Context: an optimization exercise on an open-source flow, tuned for small area and a short achievable clock period. The choices shown serve that exercise and are no tape-out recipe. The RTL was checked by simulation tests, not by an equivalence proof against the original design.

==> trial 36: inputs <==
==> flow/design.v <==
module alu_top (
    input             clk,
    input      [3:0]  ALU_Sel,
    input      [31:0] operand_0,
    input      [31:0] operand_1,
    output reg [31:0] result
);
    reg  [3:0]  sel_q;
    reg  [31:0] op0_q;
    reg  [31:0] op1_q;
    wire [31:0] alu_result;
    always @(posedge clk) begin
        sel_q  <= ALU_Sel;
        op0_q  <= operand_0;
        op1_q  <= operand_1;
        result <= alu_result;
    end
    ALU u_alu (
        .ALU_Sel   (sel_q),
        .operand_0 (op0_q),
        .operand_1 (op1_q),
        .result    (alu_result)
    );
endmodule

module ALU(
    input [3:0] ALU_Sel,
    input [31:0] operand_0,
    input [31:0] operand_1,
    output [31:0] result
);
    wire [3:0]  s = ALU_Sel;
    wire [31:0] a = operand_0;
    wire [31:0] b = operand_1;
    wire        sub = s[0] | s[3];
    wire [31:0] bx  = b ^ {32{sub}};
    wire [32:0] s33 = {a, 1'b1} + {bx, sub};
    wire [31:0] sum = s33[32:1];
    wire        lt  = (a[31] ^ b[31]) ? a[31] : sum[31];
    wire        left = ~s[1];
    wire        fill = s[1] & s[0] & a[31];
    wire [31:0] arev, srev;
    genvar i;
    generate for (i = 0; i < 32; i = i + 1) begin : g_rev
        assign arev[i] = a[31-i];
        assign srev[i] = sr[31-i];
    end endgenerate
    wire [31:0] sin = left ? arev : a;
    wire [63:0] ext = {{32{fill}}, sin};
    wire [63:0] sx  = ext >> b[4:0];
    wire [31:0] sr  = sx[31:0];
    wire [31:0] shr = left ? srev : sr;
    wire g_arith = ~s[3] & ~s[2] & ~s[1];
    wire g_and   = ~s[3] & ~s[2] &  s[1] & ~s[0];
    wire g_or    = ~s[3] & ~s[2] &  s[1] &  s[0];
    wire g_xor   = ~s[3] &  s[2] & ~s[1] & ~s[0];
    wire g_sh    = ~s[3] &  s[2] & (s[1] | s[0]);
    wire g_slt   =  s[3] & ~s[2] & ~s[1] & ~s[0];
    assign result = ({32{g_arith}} & sum)
                  | ({32{g_and}}   & (a & b))
                  | ({32{g_or}}    & (a | b))
                  | ({32{g_xor}}   & (a ^ b))
                  | ({32{g_sh}}    & shr)
                  | {31'b0, g_slt & lt};
endmodule
==> flow/run.sh <==
#!/bin/bash
# synth_recipe.tcl (not shown) runs the flow's synth.tcl, then flattens the netlist and writes it again
# the make line also repeats each setting of config.mk as NAME=value (left out here)
make -C /OpenROAD-flow-scripts/flow DESIGN_CONFIG=/design/flow/config.mk WORK_HOME=/design/flow/orfs CLKGATE_MAP_FILE= SYNTH_SCRIPT=/design/flow/synth_recipe.tcl finish
==> flow/config.mk <==
export PLATFORM = sky130hd
export DESIGN_NAME = alu_top
export DESIGN_NICKNAME = alu_top
export VERILOG_FILES = /design/flow/design.v
export SDC_FILE = /design/flow/constraint.sdc
export NUM_CORES = 4
export LEC_CHECK = 0
export CAP_MARGIN = 20
export CORE_MARGIN = 2
export CORE_UTILIZATION = 30
export SETUP_SLACK_MARGIN = 1.0
export SLEW_MARGIN = 20
==> flow/constraint.sdc <==
create_clock -name core_clock -period 4.0 [get_ports {clk}]
set_input_delay 0.8000 -clock core_clock [delete_from_list [all_inputs] [get_ports {clk}]]
set_output_delay 0.8000 -clock core_clock [all_outputs]
set_load 0.01 [all_outputs]
==> inputs of build 58, as changes to trial 36 <==
SETUP_SLACK_MARGIN = unset   (was 1.0)
==> inputs of trial 16, as changes to trial 36 <==
==> flow/design.v (replaced) <==
module alu_top (
    input             clk,
    input      [3:0]  ALU_Sel,
    input      [31:0] operand_0,
    input      [31:0] operand_1,
    output reg [31:0] result
);
    reg  [3:0]  sel_q;
    reg  [31:0] op0_q;
    reg  [31:0] op1_q;
    wire [31:0] alu_result;
    always @(posedge clk) begin
        sel_q  <= ALU_Sel;
        op0_q  <= operand_0;
        op1_q  <= operand_1;
        result <= alu_result;
    end
    ALU u_alu (
        .ALU_Sel   (sel_q),
        .operand_0 (op0_q),
        .operand_1 (op1_q),
        .result    (alu_result)
    );
endmodule

module ALU(
    input [3:0] ALU_Sel,
    input [31:0] operand_0,
    input [31:0] operand_1,
    output reg [31:0] result
);
    localparam ADD              = 4'b0000; 
    localparam SUB              = 4'b0001; 
    localparam AND              = 4'b0010;
    localparam OR               = 4'b0011;
    localparam XOR              = 4'b0100;
    localparam SHL_LOGICAL      = 4'b0101;
    localparam SHR_LOGICAL      = 4'b0110;
    localparam SHR_ARITHMETIC   = 4'b0111;
    localparam LESS_THAN        = 4'b1000;
always @(*) begin
    case (ALU_Sel)
        ADD: result = operand_0 + operand_1;
        SUB: result = operand_0 - operand_1;
        AND: result = operand_0 & operand_1;
        OR:  result = operand_0 | operand_1;
        XOR: result = operand_0 ^ operand_1;
        SHL_LOGICAL: result = operand_0 << operand_1[4:0];
        SHR_LOGICAL: result = operand_0 >> operand_1[4:0];
        SHR_ARITHMETIC: result = $signed(operand_0) >>> operand_1[4:0];
        LESS_THAN: result = ($signed(operand_0) < $signed(operand_1)) ? 32'b1 : 32'b0;
        default: result = 32'b0;
    endcase
end
endmodule
SETUP_SLACK_MARGIN = unset   (was 1.0)
==> impl_metrics.toml <==
[status]
status = "timing/DRC/antenna clean"

[final_layout]
n_all_inverters = 73

[logic_synthesis]
seq_area_frac_synth = 0.232

[place]
post-place-ws_ns = 0.271

[floorplan]
die_h_um = 173
(the above is from build 58)
==> impl_metrics.toml <==
[status]
status = "timing/DRC/antenna clean"

[final_layout]
n_all_inverters = 102

[logic_synthesis]
seq_area_frac_synth = 0.187

[floorplan]
die_h_um = 193
(the above is from trial 16)
==> impl_metrics.toml <==
[final_layout]
final_common_cell = "clkdlybuf4s50_1"
dominant_cells = "multi-input combinational cells"

[logic_synthesis]
seq_area_frac_synth = 0.232

[floorplan]
die_h_um = 173

[status]
status = "timing/DRC/antenna clean"
(the above is from trial 36)

[static timing again, ports no longer ideal]
In the flow no input, the clock included, has a driving cell. The finished layouts below were timed again as built, in two steps. Step 1: set_driving_cell puts a clkbuf_16 on clk and a buf_2 on each other input, an assumption about the parent block. Step 2 also shifts input and output timing later by t, the mid clock arrival at the registers, as if the neighbouring blocks saw the same clock. Three values: no drivers, after step 1, after step 2; two values: the first two.
run | shift t [ns] | setup slack, ns | worst setup path after step 2 | clock arrival spread, ns | worst register clock-pin slew, ns
trial 36 | 0.409 | 1.045 / 1.045 / 1.045 | register to register | 0.011 / 0.011 | 0.08 / 0.08
build 58 | 0.412 | 0.274 / 0.274 / 0.274 | register to register | 0.012 / 0.012 | 0.07 / 0.07
trial 16 | 0.446 | 0.191 / 0.191 / 0.191 | register to register | 0.011 / 0.011 | 0.08 / 0.08
After both steps setup and hold are still met in every run listed.
